From an optimization exercise on the open Yosys and OpenROAD flow, aimed at small area; shortcuts taken in it are not production practice.
No functional check of the RTL was part of any run shown here.
No activity file was given, so power comes from the tool's default toggle rates.

File: flow/design.v
`timescale 1ns / 1ps
module calc(clk, rst, validIn, dataIn, dataOut);
input clk, rst, validIn;
input  [15:0] dataIn;
output [15:0] dataOut;
reg [1:0] state;
reg [15:0] num1;
reg [15:0] dataOut;
wire inA = ~state[1] & ~state[0];
wire inB = state[0];
wire inC = state[1];
wire opAdd = dataOut[0];
wire isOp  = (dataIn[15:2] == 14'd0);
wire isInc  = isOp & dataIn[1] & dataIn[0];
wire selN   = (inB & ~(validIn & isInc)) | (inC & ~validIn);
wire selX   = inA | (inC & validIn & ~opAdd);
wire selOne = validIn & ((inC & opAdd) | (inB & isInc));
wire [15:0] mb;
assign mb[0] = (selN & num1[0]) | (selX & dataIn[0]) | selOne;
genvar gj;
generate for (gj = 1; gj < 16; gj = gj + 1) begin : g_mb
    ao22 u_mb (.a(selN), .b(num1[gj]), .c(selX), .d(dataIn[gj]), .y(mb[gj]));
end endgenerate
wire injHi = inC & opAdd;
wire injLo = inB | (inC & opAdd);
wire [15:0] prodN;
    wire pp_0_0;
    nd2 u_pp_0_0 (.a(num1[0]), .b(mb[0]), .y(pp_0_0));
    wire pp_1_0;
    nd2 u_pp_1_0 (.a(num1[1]), .b(mb[0]), .y(pp_1_0));
    wire pp_2_0;
    nd2 u_pp_2_0 (.a(num1[2]), .b(mb[0]), .y(pp_2_0));
    wire pp_3_0;
    nd2 u_pp_3_0 (.a(num1[3]), .b(mb[0]), .y(pp_3_0));
    wire pp_4_0;
    nd2 u_pp_4_0 (.a(num1[4]), .b(mb[0]), .y(pp_4_0));
    wire pp_5_0;
    nd2 u_pp_5_0 (.a(num1[5]), .b(mb[0]), .y(pp_5_0));
    wire pp_6_0;
    nd2 u_pp_6_0 (.a(num1[6]), .b(mb[0]), .y(pp_6_0));
    wire pp_7_0;
    nd2 u_pp_7_0 (.a(num1[7]), .b(mb[0]), .y(pp_7_0));
    wire pp_8_0;
    nd2 u_pp_8_0 (.a(num1[8]), .b(mb[0]), .y(pp_8_0));
    wire pp_9_0;
    nd2 u_pp_9_0 (.a(num1[9]), .b(mb[0]), .y(pp_9_0));
    wire pp_10_0;
    nd2 u_pp_10_0 (.a(num1[10]), .b(mb[0]), .y(pp_10_0));
    wire pp_11_0;
    nd2 u_pp_11_0 (.a(num1[11]), .b(mb[0]), .y(pp_11_0));
    wire pp_12_0;
    nd2 u_pp_12_0 (.a(num1[12]), .b(mb[0]), .y(pp_12_0));
    wire pp_13_0;
    nd2 u_pp_13_0 (.a(num1[13]), .b(mb[0]), .y(pp_13_0));
    wire pp_14_0;
    nd2 u_pp_14_0 (.a(num1[14]), .b(mb[0]), .y(pp_14_0));
    wire pp_15_0;
    nd2 u_pp_15_0 (.a(num1[15]), .b(mb[0]), .y(pp_15_0));
    wire pp_0_1;
    ao22n u_pp_0_1 (.a(num1[0]), .b(mb[1]), .c(dataIn[1]), .d(injHi), .y(pp_0_1));
    wire pp_1_1;
    ao22n u_pp_1_1 (.a(num1[1]), .b(mb[1]), .c(dataIn[2]), .d(injHi), .y(pp_1_1));
    wire pp_2_1;
    ao22n u_pp_2_1 (.a(num1[2]), .b(mb[1]), .c(dataIn[3]), .d(injHi), .y(pp_2_1));
    wire pp_3_1;
    ao22n u_pp_3_1 (.a(num1[3]), .b(mb[1]), .c(dataIn[4]), .d(injHi), .y(pp_3_1));
    wire pp_4_1;
    ao22n u_pp_4_1 (.a(num1[4]), .b(mb[1]), .c(dataIn[5]), .d(injHi), .y(pp_4_1));
    wire pp_5_1;
    ao22n u_pp_5_1 (.a(num1[5]), .b(mb[1]), .c(dataIn[6]), .d(injHi), .y(pp_5_1));
    wire pp_6_1;
    ao22n u_pp_6_1 (.a(num1[6]), .b(mb[1]), .c(dataIn[7]), .d(injHi), .y(pp_6_1));
    wire pp_7_1;
    ao22n u_pp_7_1 (.a(num1[7]), .b(mb[1]), .c(dataIn[8]), .d(injHi), .y(pp_7_1));
    wire pp_8_1;
    ao22n u_pp_8_1 (.a(num1[8]), .b(mb[1]), .c(dataIn[9]), .d(injHi), .y(pp_8_1));
    wire pp_9_1;
    ao22n u_pp_9_1 (.a(num1[9]), .b(mb[1]), .c(dataIn[10]), .d(injHi), .y(pp_9_1));
    wire pp_10_1;
    ao22n u_pp_10_1 (.a(num1[10]), .b(mb[1]), .c(dataIn[11]), .d(injHi), .y(pp_10_1));
    wire pp_11_1;
    ao22n u_pp_11_1 (.a(num1[11]), .b(mb[1]), .c(dataIn[12]), .d(injHi), .y(pp_11_1));
    wire pp_12_1;
    ao22n u_pp_12_1 (.a(num1[12]), .b(mb[1]), .c(dataIn[13]), .d(injHi), .y(pp_12_1));
    wire pp_13_1;
    ao22n u_pp_13_1 (.a(num1[13]), .b(mb[1]), .c(dataIn[14]), .d(injHi), .y(pp_13_1));
    wire pp_14_1;
    ao22n u_pp_14_1 (.a(num1[14]), .b(mb[1]), .c(dataIn[15]), .d(injHi), .y(pp_14_1));
    wire pp_0_2;
    nd2 u_pp_0_2 (.a(num1[0]), .b(mb[2]), .y(pp_0_2));
    wire pp_1_2;
    nd2 u_pp_1_2 (.a(num1[1]), .b(mb[2]), .y(pp_1_2));
    wire pp_2_2;
    nd2 u_pp_2_2 (.a(num1[2]), .b(mb[2]), .y(pp_2_2));
    wire pp_3_2;
    nd2 u_pp_3_2 (.a(num1[3]), .b(mb[2]), .y(pp_3_2));
    wire pp_4_2;
    nd2 u_pp_4_2 (.a(num1[4]), .b(mb[2]), .y(pp_4_2));
    wire pp_5_2;
    nd2 u_pp_5_2 (.a(num1[5]), .b(mb[2]), .y(pp_5_2));
    wire pp_6_2;
    nd2 u_pp_6_2 (.a(num1[6]), .b(mb[2]), .y(pp_6_2));
    wire pp_7_2;
    nd2 u_pp_7_2 (.a(num1[7]), .b(mb[2]), .y(pp_7_2));
    wire pp_8_2;
    nd2 u_pp_8_2 (.a(num1[8]), .b(mb[2]), .y(pp_8_2));
    wire pp_9_2;
    nd2 u_pp_9_2 (.a(num1[9]), .b(mb[2]), .y(pp_9_2));
    wire pp_10_2;
    nd2 u_pp_10_2 (.a(num1[10]), .b(mb[2]), .y(pp_10_2));
    wire pp_11_2;
    nd2 u_pp_11_2 (.a(num1[11]), .b(mb[2]), .y(pp_11_2));
    wire pp_12_2;
    nd2 u_pp_12_2 (.a(num1[12]), .b(mb[2]), .y(pp_12_2));
    wire pp_13_2;
    nd2 u_pp_13_2 (.a(num1[13]), .b(mb[2]), .y(pp_13_2));
    wire pp_0_3;
    nd2 u_pp_0_3 (.a(num1[0]), .b(mb[3]), .y(pp_0_3));
    wire pp_1_3;
    nd2 u_pp_1_3 (.a(num1[1]), .b(mb[3]), .y(pp_1_3));
    wire pp_2_3;
    nd2 u_pp_2_3 (.a(num1[2]), .b(mb[3]), .y(pp_2_3));
    wire pp_3_3;
    nd2 u_pp_3_3 (.a(num1[3]), .b(mb[3]), .y(pp_3_3));
    wire pp_4_3;
    nd2 u_pp_4_3 (.a(num1[4]), .b(mb[3]), .y(pp_4_3));
    wire pp_5_3;
    nd2 u_pp_5_3 (.a(num1[5]), .b(mb[3]), .y(pp_5_3));
    wire pp_6_3;
    nd2 u_pp_6_3 (.a(num1[6]), .b(mb[3]), .y(pp_6_3));
    wire pp_7_3;
    nd2 u_pp_7_3 (.a(num1[7]), .b(mb[3]), .y(pp_7_3));
    wire pp_8_3;
    nd2 u_pp_8_3 (.a(num1[8]), .b(mb[3]), .y(pp_8_3));
    wire pp_9_3;
    nd2 u_pp_9_3 (.a(num1[9]), .b(mb[3]), .y(pp_9_3));
    wire pp_10_3;
    nd2 u_pp_10_3 (.a(num1[10]), .b(mb[3]), .y(pp_10_3));
    wire pp_11_3;
    nd2 u_pp_11_3 (.a(num1[11]), .b(mb[3]), .y(pp_11_3));
    wire pp_12_3;
    nd2 u_pp_12_3 (.a(num1[12]), .b(mb[3]), .y(pp_12_3));
    wire pp_0_4;
    nd2 u_pp_0_4 (.a(num1[0]), .b(mb[4]), .y(pp_0_4));
    wire pp_1_4;
    nd2 u_pp_1_4 (.a(num1[1]), .b(mb[4]), .y(pp_1_4));
    wire pp_2_4;
    nd2 u_pp_2_4 (.a(num1[2]), .b(mb[4]), .y(pp_2_4));
    wire pp_3_4;
    nd2 u_pp_3_4 (.a(num1[3]), .b(mb[4]), .y(pp_3_4));
    wire pp_4_4;
    nd2 u_pp_4_4 (.a(num1[4]), .b(mb[4]), .y(pp_4_4));
    wire pp_5_4;
    nd2 u_pp_5_4 (.a(num1[5]), .b(mb[4]), .y(pp_5_4));
    wire pp_6_4;
    nd2 u_pp_6_4 (.a(num1[6]), .b(mb[4]), .y(pp_6_4));
    wire pp_7_4;
    nd2 u_pp_7_4 (.a(num1[7]), .b(mb[4]), .y(pp_7_4));
    wire pp_8_4;
    nd2 u_pp_8_4 (.a(num1[8]), .b(mb[4]), .y(pp_8_4));
    wire pp_9_4;
    nd2 u_pp_9_4 (.a(num1[9]), .b(mb[4]), .y(pp_9_4));
    wire pp_10_4;
    nd2 u_pp_10_4 (.a(num1[10]), .b(mb[4]), .y(pp_10_4));
    wire pp_11_4;
    nd2 u_pp_11_4 (.a(num1[11]), .b(mb[4]), .y(pp_11_4));
    wire pp_0_5;
    nd2 u_pp_0_5 (.a(num1[0]), .b(mb[5]), .y(pp_0_5));
    wire pp_1_5;
    nd2 u_pp_1_5 (.a(num1[1]), .b(mb[5]), .y(pp_1_5));
    wire pp_2_5;
    nd2 u_pp_2_5 (.a(num1[2]), .b(mb[5]), .y(pp_2_5));
    wire pp_3_5;
    nd2 u_pp_3_5 (.a(num1[3]), .b(mb[5]), .y(pp_3_5));
    wire pp_4_5;
    nd2 u_pp_4_5 (.a(num1[4]), .b(mb[5]), .y(pp_4_5));
    wire pp_5_5;
    nd2 u_pp_5_5 (.a(num1[5]), .b(mb[5]), .y(pp_5_5));
    wire pp_6_5;
    nd2 u_pp_6_5 (.a(num1[6]), .b(mb[5]), .y(pp_6_5));
    wire pp_7_5;
    nd2 u_pp_7_5 (.a(num1[7]), .b(mb[5]), .y(pp_7_5));
    wire pp_8_5;
    nd2 u_pp_8_5 (.a(num1[8]), .b(mb[5]), .y(pp_8_5));
    wire pp_9_5;
    nd2 u_pp_9_5 (.a(num1[9]), .b(mb[5]), .y(pp_9_5));
    wire pp_10_5;
    nd2 u_pp_10_5 (.a(num1[10]), .b(mb[5]), .y(pp_10_5));
    wire pp_0_6;
    nd2 u_pp_0_6 (.a(num1[0]), .b(mb[6]), .y(pp_0_6));
    wire pp_1_6;
    nd2 u_pp_1_6 (.a(num1[1]), .b(mb[6]), .y(pp_1_6));
    wire pp_2_6;
    nd2 u_pp_2_6 (.a(num1[2]), .b(mb[6]), .y(pp_2_6));
    wire pp_3_6;
    nd2 u_pp_3_6 (.a(num1[3]), .b(mb[6]), .y(pp_3_6));
    wire pp_4_6;
    nd2 u_pp_4_6 (.a(num1[4]), .b(mb[6]), .y(pp_4_6));
    wire pp_5_6;
    nd2 u_pp_5_6 (.a(num1[5]), .b(mb[6]), .y(pp_5_6));
    wire pp_6_6;
    nd2 u_pp_6_6 (.a(num1[6]), .b(mb[6]), .y(pp_6_6));
    wire pp_7_6;
    nd2 u_pp_7_6 (.a(num1[7]), .b(mb[6]), .y(pp_7_6));
    wire pp_8_6;
    nd2 u_pp_8_6 (.a(num1[8]), .b(mb[6]), .y(pp_8_6));
    wire pp_9_6;
    nd2 u_pp_9_6 (.a(num1[9]), .b(mb[6]), .y(pp_9_6));
    wire pp_0_7;
    nd2 u_pp_0_7 (.a(num1[0]), .b(mb[7]), .y(pp_0_7));
    wire pp_1_7;
    nd2 u_pp_1_7 (.a(num1[1]), .b(mb[7]), .y(pp_1_7));
    wire pp_2_7;
    nd2 u_pp_2_7 (.a(num1[2]), .b(mb[7]), .y(pp_2_7));
    wire pp_3_7;
    nd2 u_pp_3_7 (.a(num1[3]), .b(mb[7]), .y(pp_3_7));
    wire pp_4_7;
    nd2 u_pp_4_7 (.a(num1[4]), .b(mb[7]), .y(pp_4_7));
    wire pp_5_7;
    nd2 u_pp_5_7 (.a(num1[5]), .b(mb[7]), .y(pp_5_7));
    wire pp_6_7;
    nd2 u_pp_6_7 (.a(num1[6]), .b(mb[7]), .y(pp_6_7));
    wire pp_7_7;
    nd2 u_pp_7_7 (.a(num1[7]), .b(mb[7]), .y(pp_7_7));
    wire pp_8_7;
    nd2 u_pp_8_7 (.a(num1[8]), .b(mb[7]), .y(pp_8_7));
    wire pp_0_8;
    nd2 u_pp_0_8 (.a(num1[0]), .b(mb[8]), .y(pp_0_8));
    wire pp_1_8;
    nd2 u_pp_1_8 (.a(num1[1]), .b(mb[8]), .y(pp_1_8));
    wire pp_2_8;
    nd2 u_pp_2_8 (.a(num1[2]), .b(mb[8]), .y(pp_2_8));
    wire pp_3_8;
    nd2 u_pp_3_8 (.a(num1[3]), .b(mb[8]), .y(pp_3_8));
    wire pp_4_8;
    nd2 u_pp_4_8 (.a(num1[4]), .b(mb[8]), .y(pp_4_8));
    wire pp_5_8;
    nd2 u_pp_5_8 (.a(num1[5]), .b(mb[8]), .y(pp_5_8));
    wire pp_6_8;
    nd2 u_pp_6_8 (.a(num1[6]), .b(mb[8]), .y(pp_6_8));
    wire pp_7_8;
    nd2 u_pp_7_8 (.a(num1[7]), .b(mb[8]), .y(pp_7_8));
    wire pp_0_9;
    nd2 u_pp_0_9 (.a(num1[0]), .b(mb[9]), .y(pp_0_9));
    wire pp_1_9;
    nd2 u_pp_1_9 (.a(num1[1]), .b(mb[9]), .y(pp_1_9));
    wire pp_2_9;
    nd2 u_pp_2_9 (.a(num1[2]), .b(mb[9]), .y(pp_2_9));
    wire pp_3_9;
    nd2 u_pp_3_9 (.a(num1[3]), .b(mb[9]), .y(pp_3_9));
    wire pp_4_9;
    nd2 u_pp_4_9 (.a(num1[4]), .b(mb[9]), .y(pp_4_9));
    wire pp_5_9;
    nd2 u_pp_5_9 (.a(num1[5]), .b(mb[9]), .y(pp_5_9));
    wire pp_6_9;
    nd2 u_pp_6_9 (.a(num1[6]), .b(mb[9]), .y(pp_6_9));
    wire pp_0_10;
    nd2 u_pp_0_10 (.a(num1[0]), .b(mb[10]), .y(pp_0_10));
    wire pp_1_10;
    nd2 u_pp_1_10 (.a(num1[1]), .b(mb[10]), .y(pp_1_10));
    wire pp_2_10;
    nd2 u_pp_2_10 (.a(num1[2]), .b(mb[10]), .y(pp_2_10));
    wire pp_3_10;
    nd2 u_pp_3_10 (.a(num1[3]), .b(mb[10]), .y(pp_3_10));
    wire pp_4_10;
    nd2 u_pp_4_10 (.a(num1[4]), .b(mb[10]), .y(pp_4_10));
    wire pp_5_10;
    nd2 u_pp_5_10 (.a(num1[5]), .b(mb[10]), .y(pp_5_10));
    wire pp_0_11;
    nd2 u_pp_0_11 (.a(num1[0]), .b(mb[11]), .y(pp_0_11));
    wire pp_1_11;
    nd2 u_pp_1_11 (.a(num1[1]), .b(mb[11]), .y(pp_1_11));
    wire pp_2_11;
    nd2 u_pp_2_11 (.a(num1[2]), .b(mb[11]), .y(pp_2_11));
    wire pp_3_11;
    nd2 u_pp_3_11 (.a(num1[3]), .b(mb[11]), .y(pp_3_11));
    wire pp_4_11;
    nd2 u_pp_4_11 (.a(num1[4]), .b(mb[11]), .y(pp_4_11));
    wire pp_0_12;
    nd2 u_pp_0_12 (.a(num1[0]), .b(mb[12]), .y(pp_0_12));
    wire pp_1_12;
    nd2 u_pp_1_12 (.a(num1[1]), .b(mb[12]), .y(pp_1_12));
    wire pp_2_12;
    nd2 u_pp_2_12 (.a(num1[2]), .b(mb[12]), .y(pp_2_12));
    wire pp_3_12;
    nd2 u_pp_3_12 (.a(num1[3]), .b(mb[12]), .y(pp_3_12));
    wire pp_0_13;
    nd2 u_pp_0_13 (.a(num1[0]), .b(mb[13]), .y(pp_0_13));
    wire pp_1_13;
    nd2 u_pp_1_13 (.a(num1[1]), .b(mb[13]), .y(pp_1_13));
    wire pp_2_13;
    nd2 u_pp_2_13 (.a(num1[2]), .b(mb[13]), .y(pp_2_13));
    wire pp_0_14;
    nd2 u_pp_0_14 (.a(num1[0]), .b(mb[14]), .y(pp_0_14));
    wire pp_1_14;
    nd2 u_pp_1_14 (.a(num1[1]), .b(mb[14]), .y(pp_1_14));
    wire pp_0_15;
    nd2 u_pp_0_15 (.a(num1[0]), .b(mb[15]), .y(pp_0_15));
    wire pp_inj0 = ~(dataIn[0] & injLo);
    wire s1;
    xn2 u_s1 (.a(pp_2_0), .b(pp_1_1), .y(s1));
    wire c2 = pp_2_0 | pp_1_1;
    wire s3, c4;
    fa u_s3 (.a(pp_3_0), .b(pp_2_1), .c(pp_1_2), .s(s3), .co(c4));
    wire s5;
    xn2 u_s5 (.a(pp_0_3), .b(c2), .y(s5));
    wire c6 = pp_0_3 | c2;
    wire s7, c8;
    fa u_s7 (.a(pp_4_0), .b(pp_3_1), .c(pp_2_2), .s(s7), .co(c8));
    wire s9, c10;
    fa u_s9 (.a(pp_1_3), .b(pp_0_4), .c(c6), .s(s9), .co(c10));
    wire s11;
    xn2 u_s11 (.a(c4), .b(s7), .y(s11));
    wire c12 = c4 | s7;
    wire s13, c14;
    fa u_s13 (.a(pp_5_0), .b(pp_4_1), .c(pp_3_2), .s(s13), .co(c14));
    wire s15, c16;
    fa u_s15 (.a(pp_2_3), .b(pp_1_4), .c(pp_0_5), .s(s15), .co(c16));
    wire s17, c18;
    fa u_s17 (.a(c8), .b(s13), .c(s15), .s(s17), .co(c18));
    wire s19;
    xn2 u_s19 (.a(c12), .b(c10), .y(s19));
    wire c20 = c12 | c10;
    wire s21, c22;
    fa u_s21 (.a(pp_6_0), .b(pp_5_1), .c(pp_4_2), .s(s21), .co(c22));
    wire s23, c24;
    fa u_s23 (.a(pp_3_3), .b(pp_2_4), .c(pp_1_5), .s(s23), .co(c24));
    wire s25, c26;
    fa u_s25 (.a(pp_0_6), .b(c14), .c(c16), .s(s25), .co(c26));
    wire s27, c28;
    fa u_s27 (.a(s21), .b(s23), .c(c18), .s(s27), .co(c28));
    wire s29;
    xn2 u_s29 (.a(s25), .b(c20), .y(s29));
    wire c30 = s25 | c20;
    wire s31, c32;
    fa u_s31 (.a(pp_7_0), .b(pp_6_1), .c(pp_5_2), .s(s31), .co(c32));
    wire s33, c34;
    fa u_s33 (.a(pp_4_3), .b(pp_3_4), .c(pp_2_5), .s(s33), .co(c34));
    wire s35, c36;
    fa u_s35 (.a(pp_1_6), .b(pp_0_7), .c(c22), .s(s35), .co(c36));
    wire s37, c38;
    fa u_s37 (.a(c24), .b(s31), .c(s33), .s(s37), .co(c38));
    wire s39, c40;
    fa u_s39 (.a(c26), .b(s35), .c(s37), .s(s39), .co(c40));
    wire s41;
    xn2 u_s41 (.a(c30), .b(c28), .y(s41));
    wire c42 = c30 | c28;
    wire s43, c44;
    fa u_s43 (.a(pp_8_0), .b(pp_7_1), .c(pp_6_2), .s(s43), .co(c44));
    wire s45, c46;
    fa u_s45 (.a(pp_5_3), .b(pp_4_4), .c(pp_3_5), .s(s45), .co(c46));
    wire s47, c48;
    fa u_s47 (.a(pp_2_6), .b(pp_1_7), .c(pp_0_8), .s(s47), .co(c48));
    wire s49, c50;
    fa u_s49 (.a(c32), .b(c34), .c(s43), .s(s49), .co(c50));
    wire s51, c52;
    fa u_s51 (.a(s45), .b(s47), .c(c36), .s(s51), .co(c52));
    wire s53, c54;
    fa u_s53 (.a(c38), .b(s49), .c(s51), .s(s53), .co(c54));
    wire s55;
    xn2 u_s55 (.a(c40), .b(c42), .y(s55));
    wire c56 = c40 | c42;
    wire s57, c58;
    fa u_s57 (.a(pp_9_0), .b(pp_8_1), .c(pp_7_2), .s(s57), .co(c58));
    wire s59, c60;
    fa u_s59 (.a(pp_6_3), .b(pp_5_4), .c(pp_4_5), .s(s59), .co(c60));
    wire s61, c62;
    fa u_s61 (.a(pp_3_6), .b(pp_2_7), .c(pp_1_8), .s(s61), .co(c62));
    wire s63, c64;
    fa u_s63 (.a(pp_0_9), .b(c44), .c(c46), .s(s63), .co(c64));
    wire s65, c66;
    fa u_s65 (.a(c48), .b(s57), .c(s59), .s(s65), .co(c66));
    wire s67, c68;
    fa u_s67 (.a(s61), .b(c50), .c(s63), .s(s67), .co(c68));
    wire s69, c70;
    fa u_s69 (.a(s65), .b(c52), .c(s67), .s(s69), .co(c70));
    wire s71;
    xn2 u_s71 (.a(c54), .b(c56), .y(s71));
    wire c72 = c54 | c56;
    wire s73, c74;
    fa u_s73 (.a(pp_10_0), .b(pp_9_1), .c(pp_8_2), .s(s73), .co(c74));
    wire s75, c76;
    fa u_s75 (.a(pp_7_3), .b(pp_6_4), .c(pp_5_5), .s(s75), .co(c76));
    wire s77, c78;
    fa u_s77 (.a(pp_4_6), .b(pp_3_7), .c(pp_2_8), .s(s77), .co(c78));
    wire s79, c80;
    fa u_s79 (.a(pp_1_9), .b(pp_0_10), .c(c58), .s(s79), .co(c80));
    wire s81, c82;
    fa u_s81 (.a(c60), .b(c62), .c(s73), .s(s81), .co(c82));
    wire s83, c84;
    fa u_s83 (.a(s75), .b(s77), .c(c64), .s(s83), .co(c84));
    wire s85, c86;
    fa u_s85 (.a(c66), .b(s79), .c(s81), .s(s85), .co(c86));
    wire s87, c88;
    fa u_s87 (.a(c68), .b(s83), .c(s85), .s(s87), .co(c88));
    wire s89;
    xn2 u_s89 (.a(c70), .b(c72), .y(s89));
    wire c90 = c70 | c72;
    wire s91, c92;
    fa u_s91 (.a(pp_11_0), .b(pp_10_1), .c(pp_9_2), .s(s91), .co(c92));
    wire s93, c94;
    fa u_s93 (.a(pp_8_3), .b(pp_7_4), .c(pp_6_5), .s(s93), .co(c94));
    wire s95, c96;
    fa u_s95 (.a(pp_5_6), .b(pp_4_7), .c(pp_3_8), .s(s95), .co(c96));
    wire s97, c98;
    fa u_s97 (.a(pp_2_9), .b(pp_1_10), .c(pp_0_11), .s(s97), .co(c98));
    wire s99, c100;
    fa u_s99 (.a(c74), .b(c76), .c(c78), .s(s99), .co(c100));
    wire s101, c102;
    fa u_s101 (.a(s91), .b(s93), .c(s95), .s(s101), .co(c102));
    wire s103, c104;
    fa u_s103 (.a(s97), .b(c80), .c(c82), .s(s103), .co(c104));
    wire s105, c106;
    fa u_s105 (.a(s99), .b(s101), .c(c84), .s(s105), .co(c106));
    wire s107, c108;
    fa u_s107 (.a(c86), .b(s103), .c(s105), .s(s107), .co(c108));
    wire s109;
    xn2 u_s109 (.a(c88), .b(c90), .y(s109));
    wire c110 = c88 | c90;
    wire s111, c112;
    fa u_s111 (.a(pp_12_0), .b(pp_11_1), .c(pp_10_2), .s(s111), .co(c112));
    wire s113, c114;
    fa u_s113 (.a(pp_9_3), .b(pp_8_4), .c(pp_7_5), .s(s113), .co(c114));
    wire s115, c116;
    fa u_s115 (.a(pp_6_6), .b(pp_5_7), .c(pp_4_8), .s(s115), .co(c116));
    wire s117, c118;
    fa u_s117 (.a(pp_3_9), .b(pp_2_10), .c(pp_1_11), .s(s117), .co(c118));
    wire s119, c120;
    fa u_s119 (.a(pp_0_12), .b(c92), .c(c94), .s(s119), .co(c120));
    wire s121, c122;
    fa u_s121 (.a(c96), .b(c98), .c(s111), .s(s121), .co(c122));
    wire s123, c124;
    fa u_s123 (.a(s113), .b(s115), .c(s117), .s(s123), .co(c124));
    wire s125, c126;
    fa u_s125 (.a(c100), .b(c102), .c(s119), .s(s125), .co(c126));
    wire s127, c128;
    fa u_s127 (.a(s121), .b(s123), .c(c104), .s(s127), .co(c128));
    wire s129, c130;
    fa u_s129 (.a(s125), .b(c106), .c(s127), .s(s129), .co(c130));
    wire s131;
    xn2 u_s131 (.a(c108), .b(s129), .y(s131));
    wire c132 = c108 | s129;
    wire s133, c134;
    fa u_s133 (.a(pp_13_0), .b(pp_12_1), .c(pp_11_2), .s(s133), .co(c134));
    wire s135, c136;
    fa u_s135 (.a(pp_10_3), .b(pp_9_4), .c(pp_8_5), .s(s135), .co(c136));
    wire s137, c138;
    fa u_s137 (.a(pp_7_6), .b(pp_6_7), .c(pp_5_8), .s(s137), .co(c138));
    wire s139, c140;
    fa u_s139 (.a(pp_4_9), .b(pp_3_10), .c(pp_2_11), .s(s139), .co(c140));
    wire s141, c142;
    fa u_s141 (.a(pp_1_12), .b(pp_0_13), .c(c112), .s(s141), .co(c142));
    wire s143, c144;
    fa u_s143 (.a(c114), .b(c116), .c(c118), .s(s143), .co(c144));
    wire s145, c146;
    fa u_s145 (.a(s133), .b(s135), .c(s137), .s(s145), .co(c146));
    wire s147, c148;
    fa u_s147 (.a(s139), .b(c120), .c(c122), .s(s147), .co(c148));
    wire s149, c150;
    fa u_s149 (.a(c124), .b(s141), .c(s143), .s(s149), .co(c150));
    wire s151, c152;
    fa u_s151 (.a(s145), .b(c126), .c(s147), .s(s151), .co(c152));
    wire s153, c154;
    fa u_s153 (.a(s149), .b(c128), .c(s151), .s(s153), .co(c154));
    wire s155;
    xn2 u_s155 (.a(c130), .b(s153), .y(s155));
    wire c156 = c130 | s153;
    wire s157, c158;
    fa u_s157 (.a(pp_14_0), .b(pp_13_1), .c(pp_12_2), .s(s157), .co(c158));
    wire s159, c160;
    fa u_s159 (.a(pp_11_3), .b(pp_10_4), .c(pp_9_5), .s(s159), .co(c160));
    wire s161, c162;
    fa u_s161 (.a(pp_8_6), .b(pp_7_7), .c(pp_6_8), .s(s161), .co(c162));
    wire s163, c164;
    fa u_s163 (.a(pp_5_9), .b(pp_4_10), .c(pp_3_11), .s(s163), .co(c164));
    wire s165, c166;
    fa u_s165 (.a(pp_2_12), .b(pp_1_13), .c(pp_0_14), .s(s165), .co(c166));
    wire s167, c168;
    fa u_s167 (.a(c134), .b(c136), .c(c138), .s(s167), .co(c168));
    wire s169, c170;
    fa u_s169 (.a(c140), .b(s157), .c(s159), .s(s169), .co(c170));
    wire s171, c172;
    fa u_s171 (.a(s161), .b(s163), .c(s165), .s(s171), .co(c172));
    wire s173, c174;
    fa u_s173 (.a(c142), .b(c144), .c(c146), .s(s173), .co(c174));
    wire s175, c176;
    fa u_s175 (.a(s167), .b(s169), .c(s171), .s(s175), .co(c176));
    wire s177, c178;
    fa u_s177 (.a(c148), .b(c150), .c(s173), .s(s177), .co(c178));
    wire s179, c180;
    fa u_s179 (.a(s175), .b(c152), .c(s177), .s(s179), .co(c180));
    wire s181;
    xn2 u_s181 (.a(c154), .b(s179), .y(s181));
    wire c182 = c154 | s179;
    wire t183;
    xn2 u_t183 (.a(pp_15_0), .b(pp_14_1), .y(t183));
    wire s184;
    xn2 u_s184 (.a(t183), .b(pp_13_2), .y(s184));
    wire t185;
    xn2 u_t185 (.a(pp_12_3), .b(pp_11_4), .y(t185));
    wire s186;
    xn2 u_s186 (.a(t185), .b(pp_10_5), .y(s186));
    wire t187;
    xn2 u_t187 (.a(pp_9_6), .b(pp_8_7), .y(t187));
    wire s188;
    xn2 u_s188 (.a(t187), .b(pp_7_8), .y(s188));
    wire t189;
    xn2 u_t189 (.a(pp_6_9), .b(pp_5_10), .y(t189));
    wire s190;
    xn2 u_s190 (.a(t189), .b(pp_4_11), .y(s190));
    wire t191;
    xn2 u_t191 (.a(pp_3_12), .b(pp_2_13), .y(t191));
    wire s192;
    xn2 u_s192 (.a(t191), .b(pp_1_14), .y(s192));
    wire t193;
    xn2 u_t193 (.a(pp_0_15), .b(s184), .y(t193));
    wire s194;
    xn2 u_s194 (.a(t193), .b(s186), .y(s194));
    wire t195;
    xn2 u_t195 (.a(s188), .b(s190), .y(t195));
    wire s196;
    xn2 u_s196 (.a(t195), .b(s192), .y(s196));
    wire t197;
    xn2 u_t197 (.a(c158), .b(c160), .y(t197));
    wire s198;
    xn2 u_s198 (.a(t197), .b(c162), .y(s198));
    wire t199;
    xn2 u_t199 (.a(c164), .b(c166), .y(t199));
    wire s200;
    xn2 u_s200 (.a(t199), .b(s194), .y(s200));
    wire t201;
    xn2 u_t201 (.a(s196), .b(s198), .y(t201));
    wire s202;
    xn2 u_s202 (.a(t201), .b(c168), .y(s202));
    wire t203;
    xn2 u_t203 (.a(c170), .b(c172), .y(t203));
    wire s204;
    xn2 u_s204 (.a(t203), .b(s200), .y(s204));
    wire t205;
    xn2 u_t205 (.a(s202), .b(c174), .y(t205));
    wire s206;
    xn2 u_s206 (.a(t205), .b(s204), .y(s206));
    wire t207;
    xn2 u_t207 (.a(c176), .b(s206), .y(t207));
    wire s208;
    xn2 u_s208 (.a(t207), .b(c178), .y(s208));
    wire t209;
    xn2 u_t209 (.a(s208), .b(c180), .y(t209));
    wire s210;
    xn2 u_s210 (.a(t209), .b(c182), .y(s210));
    wire s211;
    xn2 u_s211 (.a(pp_0_0), .b(pp_inj0), .y(s211));
    wire c212 = pp_0_0 | pp_inj0;
    wire s213, c214;
    fa u_s213 (.a(pp_1_0), .b(pp_0_1), .c(c212), .s(s213), .co(c214));
    wire s215, c216;
    fa u_s215 (.a(pp_0_2), .b(s1), .c(c214), .s(s215), .co(c216));
    wire s217, c218;
    fa u_s217 (.a(s5), .b(s3), .c(c216), .s(s217), .co(c218));
    wire s219, c220;
    fa u_s219 (.a(s11), .b(s9), .c(c218), .s(s219), .co(c220));
    wire s221, c222;
    fa u_s221 (.a(s19), .b(s17), .c(c220), .s(s221), .co(c222));
    wire s223, c224;
    fa u_s223 (.a(s29), .b(s27), .c(c222), .s(s223), .co(c224));
    wire s225, c226;
    fa u_s225 (.a(s41), .b(s39), .c(c224), .s(s225), .co(c226));
    wire s227, c228;
    fa u_s227 (.a(s55), .b(s53), .c(c226), .s(s227), .co(c228));
    wire s229, c230;
    fa u_s229 (.a(s71), .b(s69), .c(c228), .s(s229), .co(c230));
    wire s231, c232;
    fa u_s231 (.a(s87), .b(s89), .c(c230), .s(s231), .co(c232));
    wire s233, c234;
    fa u_s233 (.a(s107), .b(s109), .c(c232), .s(s233), .co(c234));
    wire s235;
    xn2 u_s235 (.a(c110), .b(s131), .y(s235));
    wire c236 = c110 | s131;
    wire s237, c238;
    fa u_s237 (.a(c132), .b(s155), .c(c236), .s(s237), .co(c238));
    wire s239, c240;
    fa u_s239 (.a(c156), .b(s181), .c(c238), .s(s239), .co(c240));
    wire s241;
    xn2 u_s241 (.a(s210), .b(c240), .y(s241));
    wire s242 = c110 ^ s131;
    wire c243 = c110 & s131;
    wire s244, c245;
    fa u_s244 (.a(c132), .b(s155), .c(c243), .s(s244), .co(c245));
    wire s246, c247;
    fa u_s246 (.a(c156), .b(s181), .c(c245), .s(s246), .co(c247));
    wire s248;
    xn2 u_s248 (.a(s210), .b(c247), .y(s248));
    wire m249 = c234 ? s235 : s242;
    wire m250 = c234 ? s237 : s244;
    wire m251 = c234 ? s239 : s246;
    wire m252 = c234 ? s241 : s248;
    assign prodN = {m252, m251, m250, m249, s233, s231, s229, s227, s225, s223, s221, s219, s217, s215, s213, s211};
wire selRes = inC | (inB & isOp & dataIn[1]);
wire [1:0] stn = inB ? (isOp ? (dataIn[1] ? 2'b00 : 2'b10) : 2'b01) : (inC ? 2'b00 : 2'b01);
wire ld    = validIn & ~rst;
wire sResN = ~(ld & selRes);
wire sIn   = ld & ~selRes;
wire sOld  = ~validIn & ~rst;
wire [15:0] dNext;
genvar gi;
generate for (gi = 0; gi < 16; gi = gi + 1) begin : g_out
    omux u_omux (.pn(prodN[gi]), .x(dataIn[gi]), .q(dataOut[gi]),
                 .s1n(sResN), .s2(sIn), .s3(sOld), .d(dNext[gi]));
end endgenerate
always @(posedge clk) begin
    num1 <= mb;
    if (rst)
        state <= 2'b00;
    else if (validIn)
        state <= stn;
    dataOut <= dNext;
end
endmodule
module fa(input a, input b, input c, output s, output co);
assign s = a ^ b ^ c;
assign co = (a & b) | (a & c) | (b & c);
endmodule
module xn2(input a, input b, output y);
assign y = ~(a ^ b);
endmodule
module omux(input pn, input x, input q, input s1n, input s2, input s3, output d);
assign d = ~((s1n | pn) & ~((x & s2) | (q & s3)));
endmodule
module nd2(input a, input b, output y);
assign y = ~(a & b);
endmodule
module ao22n(input a, input b, input c, input d, output y);
assign y = ~((a & b) | (c & d));
endmodule
module ao22(input a, input b, input c, input d, output y);
assign y = (a & b) | (c & d);
endmodule
File: flow/flow/run.sh
#!/bin/bash
# Layout flow: the standard layout (standard.sh) with two changes:
# - the port buffers that global placement puts on every input and output
#   port are made from the smallest buffer cell (the resizer still upsizes
#   any that needs more drive);
# - clock tree synthesis adds no dummy loads (they only balance the leaf
#   buffers' loads and take area).
# Every tool's output goes to standard.log here, and ORFS's own logs.
export BUFFER_PORTS_ARGS="-buffer_cell sky130_fd_sc_hd__buf_1"
export CTS_ARGS="-sink_clustering_enable -repair_clock_nets -buf_list sky130_fd_sc_hd__clkbuf_8 -dont_use_dummy_load"
bash standard.sh finish > standard.log 2>&1
File: flow/standard.sh
#!/bin/bash
# synth_recipe.tcl (not shown) runs the flow's synth.tcl, then flattens the netlist and writes it again
# the make line also repeats each setting of config.mk as NAME=value (left out here)
make -C /OpenROAD-flow-scripts/flow DESIGN_CONFIG=/design/flow/config.mk WORK_HOME=/design/flow/orfs CLKGATE_MAP_FILE= SYNTH_SCRIPT=/design/flow/synth_recipe.tcl "${@:-finish}"
File: flow/config.mk
export PLATFORM = sky130hd
export DESIGN_NAME = calc
export DESIGN_NICKNAME = calc
export VERILOG_FILES = /design/flow/design.v
export SDC_FILE = /design/flow/constraint.sdc
export NUM_CORES = 4
export LEC_CHECK = 0
export CAP_MARGIN = 0
export CORE_MARGIN = 2
export CORE_UTILIZATION = 40
export CTS_BUF_LIST = sky130_fd_sc_hd__clkbuf_8
export SLEW_MARGIN = 0
export SYNTH_HIERARCHICAL = 1
File: flow/constraint.sdc
create_clock -name core_clock -period 8.0 [get_ports {clk}]
set_input_delay 1.6000 -clock core_clock [delete_from_list [all_inputs] [get_ports {clk}]]
set_output_delay 1.6000 -clock core_clock [all_outputs]
set_load 0.01 [all_outputs]
==> results of run 1 <==
path summary, 6_finish.rpt:
| kind | startpoint | to | slack [ns] | cells past startpoint |
|---|---|---|---|---|
| max | dataIn[6] | dataOut[14] | 0.29 | 21 |
| min | dataOut[5] | dataOut[5] | 0.50 | 2 |
| max reg2reg | state[1] | dataOut[14] | 1.30 | 20 |
| min reg2reg | dataOut[5] | dataOut[5] | 0.50 | 2 |
stage by stage:
| stage | power (mW) | worst slack [ns] | instance area, µm² |
|---|---|---|---|
| 2_1_floorplan | 1.99 | 0.109 | 4300 |
| 3_3_place_gp | 2.41 | 0.0896 | 4830 |
| 3_5_place_dp | 2.44 | 0.00677 | 4830 |
| 4_1_cts | 2.58 | 0.274 | 4900 |
| 5_1_grt | 2.83 | 0.00957 | 4900 |
| 6_report | 2.57 | 0.290 | 4900 |
per-module statistics from Yosys (local to each module, per instance):
module / cell area (µm²) / cells inside / flip-flops and latches / times used
fa: 20.0 / 1 / 0 / 93
nd2: 3.75 / 1 / 0 / 121
omux: 12.5 / 2 / 0 / 16
xn2: 8.76 / 1 / 0 / 45
ao22: 8.76 / 1 / 0 / 15
ao22n: 12.5 / 1 / 0 / 15
calc: 1070 / 93 / 34 / 1
cells by family (layout without fill, tap and decap cells):
logic type	after synthesis	count (layout)	synth area share, %
XOR/XNOR	45	45	9.16
flip-flops	34	34	15.8
buffers and inverters	8	76	0.785
AND/OR/NAND/NOR	156	156	15.6
adder cells (fa/ha/maj)	95	95	43.9
multiplexers	4	4	1.05
AO/OA/AOI/OAI	72	72	13.7
sequential cells by signal (all words and copies together), names as in the netlist:
signal and cells:
dataOut 16, num1 16, state 2
where the power goes:
| group | switching (mW) | total (mW) | internal, mW |
|---|---|---|---|
| clock | 0.0676 | 0.124 | 0.0564 |
| sequential | 0.0348 | 0.220 | 0.185 |
| combinational | 1.09 | 2.22 | 1.14 |
| total | 1.19 | 2.57 | 1.38 |
layout by cell type, fill, tap and decap left out, types with 2 or more instances in the layout:
| cell type | n |
|---|---|
| nor2_1 | 7 |
| clkbuf_8 | 5 |
| nand4b_1 | 2 |
| or2_2 | 8 |
| buf_1 | 34 |
| nand2_1 | 124 |
| nor4_1 | 3 |
| fa_1 | 93 |
| a21oi_1 | 2 |
| inv_1 | 4 |
| or3_4 | 2 |
| a22oi_2 | 15 |
| o21ai_1 | 16 |
| xnor2_1 | 45 |
| ha_1 | 2 |
| buf_4 | 33 |
| a22o_1 | 14 |
| or3_1 | 2 |
| mux2_2 | 4 |
| a22oi_1 | 16 |
| and2_1 | 2 |
| dfxtp_1 | 34 |
critical path: stages:
cell     delay [ns]
buf_1          0.11
nor4_1         0.33
buf_4          0.16
and4_1         0.19
and2_1         0.13
a221o_1        0.16
buf_4          0.23
nand2_1        0.11
fa_1           0.46
fa_1           0.39
fa_1           0.39
fa_1           0.39
fa_1           0.40
fa_1           0.39
fa_1           0.38
fa_1           0.39
fa_1           0.39
fa_1           0.39
fa_1           0.46
mux2_2         0.30
o21ai_1        0.13
final cells by class:
type                       count  area [µm²]
tap                          136         170
inverter                       4        15.0
sequential                    34         681
multi-input combinational    372        3590
clock buffer                   5        68.8
fill                        1014        5470
timing repair buffer          67         375
per-layer routing:
| layer | vias up | GRT usage [%] |
|---|---|---|
| li1 | 1533 | - |
| met2 | 100 | 38.7 |
| met4 | 0 | 7.23 |
| met3 | 18 | 3.09 |
| met5 | - | 0 |
| met1 | 1758 | 28.8 |
==> metrics.md, run 1 <==
| Metric | Value |
|---|---|
| Tmin final | 7.71 ns |
| Fraction of registers with async set/reset | 0% |
| Post-route insts no fill | 618 |
| Final setup viols | 0 |
| Cts hold-fix bufs | 0 |
| Routed wl met3 | 635 µm |
| Vias in the first global route | 3746 |
| Worst VDD drop | 0.000503 V |
| Final core occ | 47.3% |
| Layout area overhead | 14.0% |
| Total wire length | 12000 µm |
| DP HPWL | 9350 µm |
| Hold slack | 0.502 ns |
| Sinks on Clock Net | 34 |
| Crit path capture type | register |
| CTS tree | yes |
| Diodes inserted | 0 |
| Headroom to the max-slew limit | 20.5% |
| Clock slew at reported path FFs | 0.08 ns |
| Yosys reg bits | 34 |
| Status | complete, no violations |
| Post-synthesis average cell area | 10.4 µm² |
| FMAX | 130 MHz |
| Period utilization | 96.4% |
| Detailed-route DRC error count | 0 |
| Synth Flop Type | dfxtp_1 |
| Final GP Congestion | 0.871 |
| Buffers on Ports | 34 |
| Register area share after synthesis | 15.8% |
| Worst Max-Slew Pin Slew | 1.19 ns |
| Setup TNS | 0 ns |
| Root Driver | clkbuf_8 |
| Starting Density | 41.5% |
| Placed cell count | 613 |
| Initial DRC Count | 171 |
| Pwr dens | 524 mW/mm² |
| Worst setup SP type | input port |
| Count leader, synth | nand2_1 |
| Largest net degree at the start of global routing | 17 |
| Post-synth top area cell | fa_1 |
| Number of synthesized flops with an enable pin | 0 |
| Final Skew | 0.0201 ns |
| Clk Latency, worst-skew pair | 0.29 ns |
| Synth top area cells | fa_1, dfxtp_1, nand2_1, xnor2_1, a22oi_2 |
| Clock H-tree levels | 2 |
| Post-Syn Area | 0.00430 mm² |
| Slew Limit Fails | 0 |
| Die Ht | 108 µm |
| Critical Path AT | 7.91 ns |
| Post-Synthesis Cells | 414 |
| Worst setup path class | input port to register |
| Worst endpoint required time | 8.20 ns |
| Worst hold path type | register to register |
| Die W | 108 µm |
| First drt pass iteration count | 4 |
| Die ar. | 0.0116 mm² |
| Nets@finish | 598 |
| Via density | 5.52 |
| Initial antenna violation count | 0 |
| First-pass GRT wire length | 19500 µm |
| RSZ-0062 raised after global routing | no |
| Detail Route Antenna Nets | 0 |
| CTS resizes | 0 |
| Net count of the mapped netlist | 528 |
| Clk buf depth | 2 |
| Rows | 37 |
| Max layer used | met4 |
| Wire per inst | 19.4 µm |
| Top cells by count, synth | nand2_1, fa_1, xnor2_1 |
| Max-cap violations | 0 |
| Total GRT Usage | 22.3% |
| Core region area | 0.0104 mm² |
| Synth warn | 7 |
| Static Leak | 1.63 nW |
| Crit-path max FO | 16 |
| Met2 WL | 6020 µm |
| WL met1 | 5040 µm |
| IO Pins | 35 |
| Layout cell share with drive strength beyond 1 | 14.7% |
| Via count of the routed design | 3409 |
| Postcts setup bufs | 0 |
| TritonCTS Buffers | 5 |
| Final Hold Viols | 0 |
| Unique masters post-synth | 35 |
| Congestion Overflow GR | 0 |
| Top cell type's share of synthesized area | 43.3% |
==> run 2: changes to the inputs <==
--- a/flow/config.mk
+++ b/flow/config.mk
@@ -11,2 +11,3 @@
 export CTS_BUF_LIST = sky130_fd_sc_hd__clkbuf_8
+export GPL_TIMING_DRIVEN = 0
 export SLEW_MARGIN = 0
==> run 2 against run 1 <==
  * Still clean
  * Utilization down 1.5 points
  * Clock skew up 0.012 ns
  * Wire length down 6.1%
  * Global-route usage down 1.5 points
  * Design area down 3.1%
  * Critical path depth down 1
  * Fmax down 0.57%
  * Synthesized cell count unchanged
  * Sequential share of layout area up 0.45 points
  * Largest power group unchanged
==> metrics.md, run 2 <==
| Metric | Value |
|---|---|
| Wire per inst | 19.0 µm |
| Worst Max-Slew Pin Slew | 1.18 ns |
| Nets@finish | 572 |
| Status | complete, no violations |
| TritonCTS Buffers | 5 |
| Die ar. | 0.0116 mm² |
| Post-synthesis average cell area | 10.4 µm² |
| Final core occ | 45.8% |
| Root Driver | clkbuf_8 |
| Switching pwr | 1.19 mW |
| Largest net degree at the start of global routing | 18 |
| Crit path capture type | register |
| Number of synthesized flops with an enable pin | 0 |
| Worst VDD drop | 0.000885 V |
| M2 GR Usage | 36.2% |
| Cts hold-fix bufs | 0 |
| GR peak layer | met2 |
| Sinks on Clock Net | 34 |
| Clk buf depth | 2 |
| Setup ws final | 0.245 ns |
| Max-cap violations | 0 |
| Clk Latency, worst-skew pair | 0.31 ns |
| P_int | 1.36 mW |
| Slew Limit Fails | 0 |
| Layout area overhead | 10.4% |
| Final setup viols | 0 |
| RSZ-0062 raised after global routing | no |
| Final GP Congestion | 0.822 |
| Final Hold Viols | 0 |
| Via count of the routed design | 3363 |
| FMAX | 129 MHz |
| Buffers on Ports | 33 |
| Total wire length | 11300 µm |
| IO Pins | 35 |
| Tmin final | 7.75 ns |
| Detail Route Antenna Nets | 0 |
| Synth warn | 7 |
| Clock slew at reported path FFs | 0.06 ns |
| Worst endpoint required time | 8.20 ns |
| Vias in the first global route | 3602 |
| Yosys reg bits | 34 |
| Grt met1 use | 27.1% |
| Headroom to the max-slew limit | 21.3% |
| Detailed-route DRC error count | 0 |
| Die W | 108 µm |
| Post-Syn Area | 0.00430 mm² |
| Fill cells | 1019 |
| Count leader, synth | nand2_1 |
| Pre-CTS setup slack | -0.787 ns |
| Register area share after synthesis | 15.8% |
| Initial DRC Count | 207 |
| Comb power frac | 86.4% |
| Synth top area cells | fa_1, dfxtp_1, nand2_1, xnor2_1, a22oi_2 |
| Clock H-tree levels | 2 |
| Worst setup SP type | input port |
| Congestion Overflow GR | 0 |
| Initial antenna violation count | 0 |
| Post-Synthesis Cells | 414 |
| Static Leak | 1.50 nW |
| First drt pass iteration count | 4 |
| Top cell type's share of synthesized area | 43.3% |
| Total GRT Usage | 20.9% |
| Die Ht | 108 µm |
| Starting Density | 41.5% |
| Commonest non-fill, non-tap cell in the layout | nand2_1 |
| Via density | 5.68 |
| CTS tree | yes |
| Core region area | 0.0104 mm² |
| Worst hold path type | register to register |
| Sw frac | 46.5% |
| Unique masters post-synth | 35 |
| Pwr dens | 536 mW/mm² |
| Final Skew | 0.0321 ns |
| DP HPWL | 8330 µm |
| Commonest non-fill, non-tap cells in the layout | nand2_1, fa_1, xnor2_1, dfxtp_1, buf_1 |
| Period utilization | 96.9% |
| First-pass GRT wire length | 18400 µm |
| Sequential power share | 8.9% |
| Critical Path AT | 7.96 ns |
| Layout cell share with drive strength beyond 1 | 11.6% |
| Crit-path max FO | 6 |
| Diodes inserted | 0 |
| Biggest regs | dataOut (16), num1 (16), state (2) |
| Worst setup path class | input port to register |
| Synth Flop Type | dfxtp_1 |
| Rows | 37 |
| Net count of the mapped netlist | 528 |
| Top cells by count, synth | nand2_1, fa_1, xnor2_1 |
| Clk network pwr share | 4.7% |
| Met3 GRT Util | 2.97% |
| Post-synth top area cell | fa_1 |
| Fraction of registers with async set/reset | 0% |
## run 2: cell counts after synthesis
Identical to the previous run, type by type.
## run 2: cells by family after synthesis
family	Yosys count	synth area share (%)
AOI/OAI and AO/OA	72	13.7
xor gates and xnor gates	45	9.16
adders and majority gates	95	43.9
buffers and inverters	8	0.785
DFF	34	15.8
muxes	4	1.05
and+or+nand+nor	156	15.6
## run 2: repair_timing
item / CTS / global route
gates resized for setup: 7 / 5
buffers inserted: 4 / 0
setup endpoints to repair: 5 / 5
pin swaps: 1 / 0
endpoints found under the hold margin: 0 / 0
## run 2: metal layers
metal / vias to the layer above / wire length [µm]
li1: 1478 / -
met1: 1752 / 4890
met2: 105 / 5490
met3: 28 / 604
met4: 0 / 271
met5: - / 0
## run 2: path summary, 6_finish.rpt
kind                    from     endpoint  slack (ns)  cells after the start
setup / recovery   dataIn[6]  dataOut[14]        0.25                     20
hold / removal    dataOut[7]   dataOut[7]        0.50                      2
setup reg to reg    state[1]  dataOut[14]        0.66                     19
hold reg to reg   dataOut[7]   dataOut[7]        0.50                      2
## run 2: critical path, stage by stage
cell	delay, ns
buf_1	0.15
nor4_2	0.31
and4_4	0.30
and2_1	0.14
a221o_2	0.17
nand2_1	0.07
or2_2	0.34
fa_1	0.40
fa_1	0.41
fa_1	0.40
fa_1	0.39
fa_1	0.40
fa_1	0.40
fa_1	0.40
fa_1	0.39
fa_1	0.39
fa_1	0.44
fa_2	0.41
mux2_2	0.31
o21ai_1	0.14
## run 2: power groups by stage
stage               clock, mW  sequential (mW)  combinational (mW)
floorplan                   0            0.214                1.78
global placement            0            0.228                2.13
detailed placement          0            0.229                2.19
CTS                     0.122            0.225                2.23
global route            0.130            0.229                2.49
finish                  0.120            0.226                2.20
## run 2: area by class of cell
type | count | area, µm² | area share [%]
buffer | 3 | 15.0 | 0.316
clock buffer | 5 | 68.8 | 1.45
inverter | 4 | 15.0 | 0.316
multi-input combinational | 372 | 3640 | 76.5
sequential | 34 | 681 | 14.3
tap | 136 | 170 | 3.58
timing repair buffer | 38 | 165 | 3.48
## run 2: per-stage QoR
stage / TNS [ns] / hold WS [ns] / total power [mW] / cell area (µm²) / instances
detailed placement: -3.61 / 0.487 / 2.42 / 4610 / 584
global placement: -3.48 / 0.479 / 2.36 / 4600 / 583
CTS: 0 / 0.503 / 2.58 / 4740 / 593
global route: 0 / 0.535 / 2.85 / 4750 / 592
finish: 0 / 0.497 / 2.55 / 4750 / 592
floorplan: 0 / 0.473 / 1.99 / 4300 / 414
## run 2: modules after synthesis (local to each module, per instance)
| module | flip-flops and latches | area, µm² | cells |
|---|---|---|---|
| omux | 0 | 12.5 | 2 |
| ao22n | 0 | 12.5 | 1 |
| fa | 0 | 20.0 | 1 |
| ao22 | 0 | 8.76 | 1 |
| nd2 | 0 | 3.75 | 1 |
| xn2 | 0 | 8.76 | 1 |
| calc | 34 | 1070 | 93 |
==> run 3: changes to the inputs <==
--- a/flow/flow/run.sh
+++ b/flow/flow/run.sh
@@ -3,3 +3,3 @@
 # - the port buffers that global placement puts on every input and output
-#   port are made from the smallest buffer cell (the resizer still upsizes
+#   port are made from a small buffer cell (buf_2) (the resizer still upsizes
 #   any that needs more drive);
@@ -8,3 +8,3 @@
 # Every tool's output goes to standard.log here, and ORFS's own logs.
-export BUFFER_PORTS_ARGS="-buffer_cell sky130_fd_sc_hd__buf_1"
+export BUFFER_PORTS_ARGS="-buffer_cell sky130_fd_sc_hd__buf_2"
 export CTS_ARGS="-sink_clustering_enable -repair_clock_nets -buf_list sky130_fd_sc_hd__clkbuf_8 -dont_use_dummy_load"
--- a/flow/config.mk
+++ b/flow/config.mk
@@ -11,3 +11,2 @@
 export CTS_BUF_LIST = sky130_fd_sc_hd__clkbuf_8
-export GPL_TIMING_DRIVEN = 0
 export SLEW_MARGIN = 0
==> run 3 against run 2 <==
  * Critical path type unchanged
  * Synthesized cell count unchanged
  * Clock power about the same
  * Sequential share of layout area down 0.50 points
  * Utilization up 1.7 points
  * Register-to-register slack better by 0.77 ns
  * Sequential cell count unchanged
  * Sequential power down 3%
  * Non-clock buffer count up 21
  * Clock-buffer cell count unchanged
  * Global-route usage up 1.3 points
  * Critical endpoint unchanged
  * Largest power group unchanged
  * Cell count up 3.5%
  * Fmax up 1.1%
==> metrics.md, run 3 <==
| Metric | Value |
|---|---|
| Pwr dens | 516 mW/mm² |
| First drt pass iteration count | 4 |
| Via density | 5.54 |
| Register area share after synthesis | 15.8% |
| Die ar. | 0.0116 mm² |
| Clk Latency, worst-skew pair | 0.29 ns |
| Net count of the mapped netlist | 528 |
| P_int | 1.38 mW |
| Buffers on Ports | 34 |
| FMAX | 130 MHz |
| Placed cell count | 608 |
| Worst setup path class | input port to register |
| Die Ht | 108 µm |
| RSZ-0062 raised after global routing | no |
| Yosys reg bits | 34 |
| DP HPWL | 9170 µm |
| First-pass GRT wire length | 19400 µm |
| Max-cap violations | 0 |
| Sequential power share | 8.6% |
| Sinks on Clock Net | 34 |
| Crit-path max FO | 5 |
| Headroom to the max-slew limit | 17.0% |
| Wire per inst | 19.1 µm |
| CTS tree | yes |
| Final Skew | 0.00532 ns |
| Clk network pwr share | 4.8% |
| Final Hold Viols | 0 |
| Vias in the first global route | 3728 |
| Total GRT Usage | 22.1% |
| Fraction of registers with async set/reset | 0% |
| Count leader, synth | nand2_1 |
| Setup TNS | 0 ns |
| Clock H-tree levels | 2 |
| Worst endpoint required time | 8.22 ns |
| Cts hold-fix bufs | 0 |
| Via count of the routed design | 3399 |
| Unique masters post-synth | 35 |
| Core region area | 0.0104 mm² |
| TritonCTS Buffers | 5 |
| Initial DRC Count | 214 |
| Worst VDD drop | 0.000772 V |
| Synth warn | 7 |
| Post-Synthesis Cells | 414 |
| Worst Max-Slew Pin Slew | 1.24 ns |
| Sw frac | 45.6% |
| Layout cell share with drive strength beyond 1 | 21.6% |
| Post-Syn Area | 0.00430 mm² |
| Comb power frac | 86.5% |
| Detailed-route DRC error count | 0 |
| Worst hold path type | register to register |
| Root Driver | clkbuf_8 |
| Period utilization | 95.9% |
| Nets@finish | 593 |
| Die W | 108 µm |
| Clock slew at reported path FFs | 0.07 ns |
| Layout area overhead | 14.5% |
| Switching pwr | 1.16 mW |
| Postcts setup bufs | 0 |
| Biggest regs | dataOut (16), num1 (16), state (2) |
| Largest net degree at the start of global routing | 18 |
| Final setup viols | 0 |
| Tmin final | 7.67 ns |
| Crit path capture type | register |
| Worst setup SP type | input port |
| Detail Route Antenna Nets | 0 |
| Synth Flop Type | dfxtp_1 |
| Top cells by count, synth | nand2_1, fa_1, xnor2_1 |
| Commonest non-fill, non-tap cell in the layout | nand2_1 |
| Status | complete, no violations |
| Post-synth top area cell | fa_1 |
| Commonest non-fill, non-tap cells in the layout | nand2_1, fa_1, xnor2_1, dfxtp_1, buf_2 |
| Slew Limit Fails | 0 |
| Post-synthesis average cell area | 10.4 µm² |
| Critical Path AT | 7.89 ns |
| Synth top area cells | fa_1, dfxtp_1, nand2_1, xnor2_1, a22oi_2 |
| Static Leak | 1.71 nW |
| Starting Density | 41.5% |
| Final GP Congestion | 0.860 |
| Rows | 37 |
| Top cell type's share of synthesized area | 43.3% |
| Diodes inserted | 0 |
| Clk buf depth | 2 |
| Total wire length | 11700 µm |
| Final core occ | 47.5% |
| Post-route insts no fill | 613 |
| Initial antenna violation count | 0 |
| IO Pins | 35 |
| Number of synthesized flops with an enable pin | 0 |
| Congestion Overflow GR | 0 |
[run 3: cell count changes in the layout (fill, tap and decap cells not counted), moves of 2 or more]
cell and change:
buf_1 -33, a22o_1 +2, buf_2 +34, clkbuf_1 -2, buf_4 +23
[run 3: worst paths after layout]
path | startpoint | cells past startpoint | slack, ns | endpoint
max | dataIn[13] | 21 | 0.33 | dataOut[14]
max reg2reg | state[1] | 20 | 1.43 | dataOut[14]
min reg2reg | dataOut[6] | 2 | 0.50 | dataOut[6]
min | dataOut[6] | 2 | 0.50 | dataOut[6]
[run 3: through the flow]
step / instance area (µm²) / setup slack [ns] / total power, mW / hold WS, ns
2_1_floorplan: 4300 / 0.109 / 1.99 / 0.473
3_3_place_gp: 4840 / 0.00226 / 2.40 / 0.478
3_5_place_dp: 4840 / -0.103 / 2.44 / 0.485
4_1_cts: 4910 / 0.199 / 2.58 / 0.503
5_1_grt: 4920 / 0.0857 / 2.84 / 0.525
6_report: 4920 / 0.331 / 2.54 / 0.498
[run 3: kinds of logic after synthesis]
family                   after synthesis  share of synthesized area (%)
AND/OR/NAND/NOR                      156                           15.6
flip-flops                            34                           15.8
buffers and inverters                  8                          0.785
XOR/XNOR                              45                           9.16
multiplexers                           4                           1.05
AO/OA/AOI/OAI                         72                           13.7
adder cells (fa/ha/maj)               95                           43.9
[run 3: layout make-up]
class / instances / area, µm²
inverter: 4 / 15.0
tap: 136 / 170
sequential: 34 / 681
clock buffer: 5 / 68.8
timing repair buffer: 62 / 380
multi-input combinational: 372 / 3610
fill: 1006 / 5450
[run 3: routing by layer]
layer,up-vias,wire length (µm),GRT usage [%]
met2,101,5880,37.6
met5,-,0,0
li1,1522,-,-
met3,22,684,2.60
met1,1754,4880,29.0
met4,0,277,8.06
[run 3: critical path: stages]
cell	delay, ns
buf_2	0.14
nor4_2	0.38
and4_1	0.31
buf_4	0.14
nand3_1	0.07
a21o_1	0.19
a22o_2	0.31
a22oi_2	0.23
xnor2_1	0.13
fa_1	0.42
fa_1	0.41
fa_1	0.39
fa_1	0.40
fa_1	0.39
fa_1	0.39
fa_1	0.38
fa_1	0.39
fa_1	0.39
fa_2	0.39
mux2_2	0.29
o21ai_1	0.13
[run 3: what timing repair did]
action                                 4_1_cts  5_1_grt
endpoints found under the hold margin        0        0
resized for setup                            0        3
setup endpoints to repair                    0        4
[run 3: per-module statistics from Yosys (local to each module, per instance)]
module  cells  cell area (µm²)
omux        2             12.5
ao22n       1             12.5
calc       93             1070
fa          1             20.0
nd2         1             3.75
ao22        1             8.76
xn2         1             8.76
[run 3: power groups by stage]
stage | combinational [mW] | sequential (mW) | clock [mW]
finish | 2.20 | 0.219 | 0.123
global route | 2.49 | 0.222 | 0.133
CTS | 2.23 | 0.218 | 0.128
detailed placement | 2.22 | 0.222 | 0
global placement | 2.18 | 0.222 | 0
floorplan | 1.78 | 0.214 | 0
==> run 4: changes to the inputs <==
--- a/flow/design.v
+++ b/flow/design.v
@@ -575,5 +575,4 @@
     fa u_s233 (.a(s107), .b(s109), .c(c232), .s(s233), .co(c234));
-    wire s235;
-    xn2 u_s235 (.a(c110), .b(s131), .y(s235));
-    wire c236 = c110 | s131;
+    wire s235, c236;
+    fa u_s235 (.a(c110), .b(s131), .c(c234), .s(s235), .co(c236));
     wire s237, c238;
@@ -584,15 +583,3 @@
     xn2 u_s241 (.a(s210), .b(c240), .y(s241));
-    wire s242 = c110 ^ s131;
-    wire c243 = c110 & s131;
-    wire s244, c245;
-    fa u_s244 (.a(c132), .b(s155), .c(c243), .s(s244), .co(c245));
-    wire s246, c247;
-    fa u_s246 (.a(c156), .b(s181), .c(c245), .s(s246), .co(c247));
-    wire s248;
-    xn2 u_s248 (.a(s210), .b(c247), .y(s248));
-    wire m249 = c234 ? s235 : s242;
-    wire m250 = c234 ? s237 : s244;
-    wire m251 = c234 ? s239 : s246;
-    wire m252 = c234 ? s241 : s248;
-    assign prodN = {m252, m251, m250, m249, s233, s231, s229, s227, s225, s223, s221, s219, s217, s215, s213, s211};
+    assign prodN = {s241, s239, s237, s235, s233, s231, s229, s227, s225, s223, s221, s219, s217, s215, s213, s211};
 wire selRes = inC | (inB & isOp & dataIn[1]);
--- a/flow/flow/run.sh
+++ b/flow/flow/run.sh
@@ -3,3 +3,3 @@
 # - the port buffers that global placement puts on every input and output
-#   port are made from a small buffer cell (buf_2) (the resizer still upsizes
+#   port are made from the smallest buffer cell (the resizer still upsizes
 #   any that needs more drive);
@@ -8,3 +8,3 @@
 # Every tool's output goes to standard.log here, and ORFS's own logs.
-export BUFFER_PORTS_ARGS="-buffer_cell sky130_fd_sc_hd__buf_2"
+export BUFFER_PORTS_ARGS="-buffer_cell sky130_fd_sc_hd__buf_1"
 export CTS_ARGS="-sink_clustering_enable -repair_clock_nets -buf_list sky130_fd_sc_hd__clkbuf_8 -dont_use_dummy_load"
--- a/flow/config.mk
+++ b/flow/config.mk
@@ -11,2 +11,3 @@
 export CTS_BUF_LIST = sky130_fd_sc_hd__clkbuf_8
+export GPL_TIMING_DRIVEN = 0
 export SLEW_MARGIN = 0
==> run 4 against run 3 <==
  * The layout now fails its checks (setup timing)
  * Cell count down 3.9%
  * Sequential share of layout area up 0.14 points
  * Non-clock buffer count down 12
  * Synthesized area down 2.8%
  * Total power down 11%
  * Sequential cell count unchanged
  * Via count down 3.9%
  * Hold slack better by 0.0070 ns
  * Clock power down 3%
  * Critical path type unchanged
  * Largest cell class unchanged
==> metrics.md, run 4 <==
| Metric | Value |
|---|---|
| Status | complete, but fails checks |
| Layout check faults | setup timing |
| Detailed-route DRC error count | 0 |
| Congestion Overflow GR | 0 |
| Clk buf depth | 2 |
| Pwr dens | 464 mW/mm² |
| Count leader, synth | nand2_1 |
| Worst setup path class | input port to register |
| Synth top area cells | fa_1, dfxtp_1, nand2_1, xnor2_1, a22oi_2 |
| Hold path start | dataOut[10] |
| Internal reg-to-reg setup slack | 0.36 ns |
| Worst hold path type | register to register |
| Final GP Congestion | 0.886 |
| Core region area | 0.0102 mm² |
| Unique masters post-synth | 33 |
| Max-cap violations | 0 |
| Routed wl met3 | 610 µm |
| Sequential power share | 10.0% |
| Register area | 681 µm² |
| TritonCTS Buffers | 5 |
| Pre-CTS setup slack | -0.823 ns |
| Clk Latency, worst-skew pair | 0.29 ns |
| Post-synthesis average cell area | 10.4 µm² |
| Final Skew | 0.00818 ns |
| Hold EP | dataOut[10] |
| P_int | 1.20 mW |
| Top cells by count, synth | nand2_1, fa_1, xnor2_1 |
| Headroom to the max-slew limit | 21.5% |
| Nets@finish | 566 |
| Die W | 106 µm |
| Period utilization | 100% |
| Sw frac | 47.1% |
| Diodes inserted | 0 |
| Top cell type's share of synthesized area | 44.0% |
| Starting Density | 40.9% |
| Via density | 5.55 |
| RR Endpoint | dataOut[14] |
| Setup TNS | -0.0312 ns |
| Setup ws final | -0.0225 ns |
| Buffers on Ports | 33 |
| Hold slack | 0.505 ns |
| Crit-path max FO | 7 |
| Slowest CP cell | fa_2 |
| CP Cell Sequence | buf_1, nor4_4, and4_1, clkbuf_8, nand3_4, a21o_4, a22o_4, buf_4, a22oi_2, fa_2, fa_2, fa_2, fa_2, fa_2, fa_2, fa_2, fa_2, fa_2, fa_2, fa_2, fa_2, fa_2, fa_2, o21ai_2 |
| Critical Path AT | 8.19 ns |
| Max layer used | met4 |
| Most used cell, CP | fa_2 |
| Register area share after synthesis | 16.3% |
| Comb power frac | 84.7% |
| Die Ht | 106 µm |
| Final Hold Viols | 0 |
| Final setup viols | 2 |
| RSZ-0062 raised after global routing | yes |
| Biggest regs | dataOut (16), num1 (16), state (2) |
| Post-synth top area cell | fa_1 |
| Vias in the first global route | 3586 |
| FMAX | 125 MHz |
| Power Total | 2.26 mW |
| Slowest stage delay, CP | 0.57 ns |
| Layout cell share with drive strength beyond 1 | 18.8% |
| Initial antenna violation count | 0 |
| Sinks on Clock Net | 34 |
| Clock slew at reported path FFs | 0.07 ns |
| Slew Limit Fails | 0 |
| Worst r2r src | state[1] |
| Detail Route Antenna Nets | 0 |
| Switching pwr | 1.07 mW |
| Worst endpoint required time | 8.17 ns |
| Multi-input gate area | 0.00364 mm² |
| Fraction of registers with async set/reset | 0% |
| Number of synthesized flops with an enable pin | 0 |
[run 4: cell types whose count changed after synthesis, sizes merged]
| cell | previous run | this run |
|---|---|---|
| inv | 4 | 2 |
| fa | 93 | 92 |
| nor2 | 7 | 6 |
| mux2 | 4 | 0 |
| ha | 2 | 0 |
| xnor2 | 45 | 43 |
[run 4: cell type report]
type,instances,share of cell area [%]
Clock buffer,5,1.41
Buffer,4,0.590
Sequential cell,34,14.0
Timing Repair Buffer,46,5.70
Tap cell,136,3.49
Multi-Input combinational cell,362,74.7
Inverter,2,0.154
[run 4: logic make-up after synthesis]
logic type,after synthesis,synth area share [%]
xor gates and xnor gates,43,9.00
AOI/OAI and AO/OA,72,14.1
DFF,34,16.3
buffers and inverters,6,0.628
adders and majority gates,92,44.0
and+or+nand+nor,155,16.0
[run 4: what timing repair did]
| action | in CTS | in global routing |
|---|---|---|
| setup buffers | 11 | 1 |
| pin swaps | 5 | 1 |
| gates resized for setup | 38 | 2 |
| hold buffers | 0 | 0 |
| endpoints found under the setup margin | 3 | 2 |
[run 4: power by group through the flow]
stage / logic, mW / registers, mW / clock network (mW)
3_3_place_gp: 1.81 / 0.229 / 0
3_5_place_dp: 1.86 / 0.229 / 0
2_1_floorplan: 1.34 / 0.214 / 0
5_1_grt: 2.12 / 0.230 / 0.128
6_report: 1.92 / 0.227 / 0.119
4_1_cts: 1.96 / 0.226 / 0.121
[run 4: per-module statistics from Yosys, one instance, submodules excluded, a selection]
module / cells inside / copies in the design / area [µm²]
ao22: 1 / 15 / 8.76
ao22n: 1 / 15 / 12.5
calc: 84 / 1 / 991
fa: 1 / 92 / 20.0
nd2: 1 / 121 / 3.75
xn2: 1 / 43 / 8.76
[run 4: worst max-delay path by stage]
stage	startpoint	cells past startpoint	end	slack (ns)
after global routing	dataIn[6]	24	dataOut[15]	-0.23
after detailed placement	dataIn[13]	24	dataOut[15]	-0.82
after global placement	dataIn[12]	24	dataOut[15]	-0.76
after CTS	dataIn[6]	24	dataOut[15]	-0.006
after floorplan	dataIn[3]	22	dataOut[14]	-0.01
final	dataIn[10]	24	dataOut[14]	-0.02
[run 4: stage by stage]
step | utilization, % | cell area (µm²) | std cells
after detailed placement | 44.5 | 4550 | 572
after global placement | 44.3 | 4540 | 571
final | 47.6 | 4870 | 589
after global routing | 47.6 | 4870 | 589
after floorplan | - | 4240 | 402
after CTS | 47.5 | 4860 | 588
[run 4: layer usage]
metal	vias to the layer above	global-route usage, %
met5	-	0
met4	0	5.45
met3	12	2.70
met2	98	37.7
met1	1703	29.0
li1	1455	-
[run 4: critical path, delay by kind of cell]
family	cells	cell delay, ns
compound gates	4	0.49
fa+ha+maj	14	5.22
simple gates	3	0.32
buf+inv	3	0.56

separate check: timing with driven ports:
No port has a modelled driver above. Below, the same layouts with a new extraction and two added sets of constraints. Step 1: set_driving_cell puts a clkbuf_16 on clk and a buf_2 on each other input, an assumption about the parent block. Step 2 also shifts input and output timing later by t, the mid clock arrival at the registers, as if the neighbouring blocks saw the same clock. Slacks: no drivers / after step 1 / after step 2; pairs: no drivers / after step 1.
| run | shift t [ns] | slack for setup (ns) |
|---|---|---|
| run 1 | 0.317 | 0.290 / 0.305 / -0.012 |
| run 2 | 0.326 | 0.245 / 0.260 / -0.066 |
| run 3 | 0.326 | 0.331 / 0.345 / 0.019 |
| run 4 | 0.317 | -0.022 / -0.017 / -0.334 |
With both steps, setup timing fails in run 1 and run 2, where it was met with ideal ports.
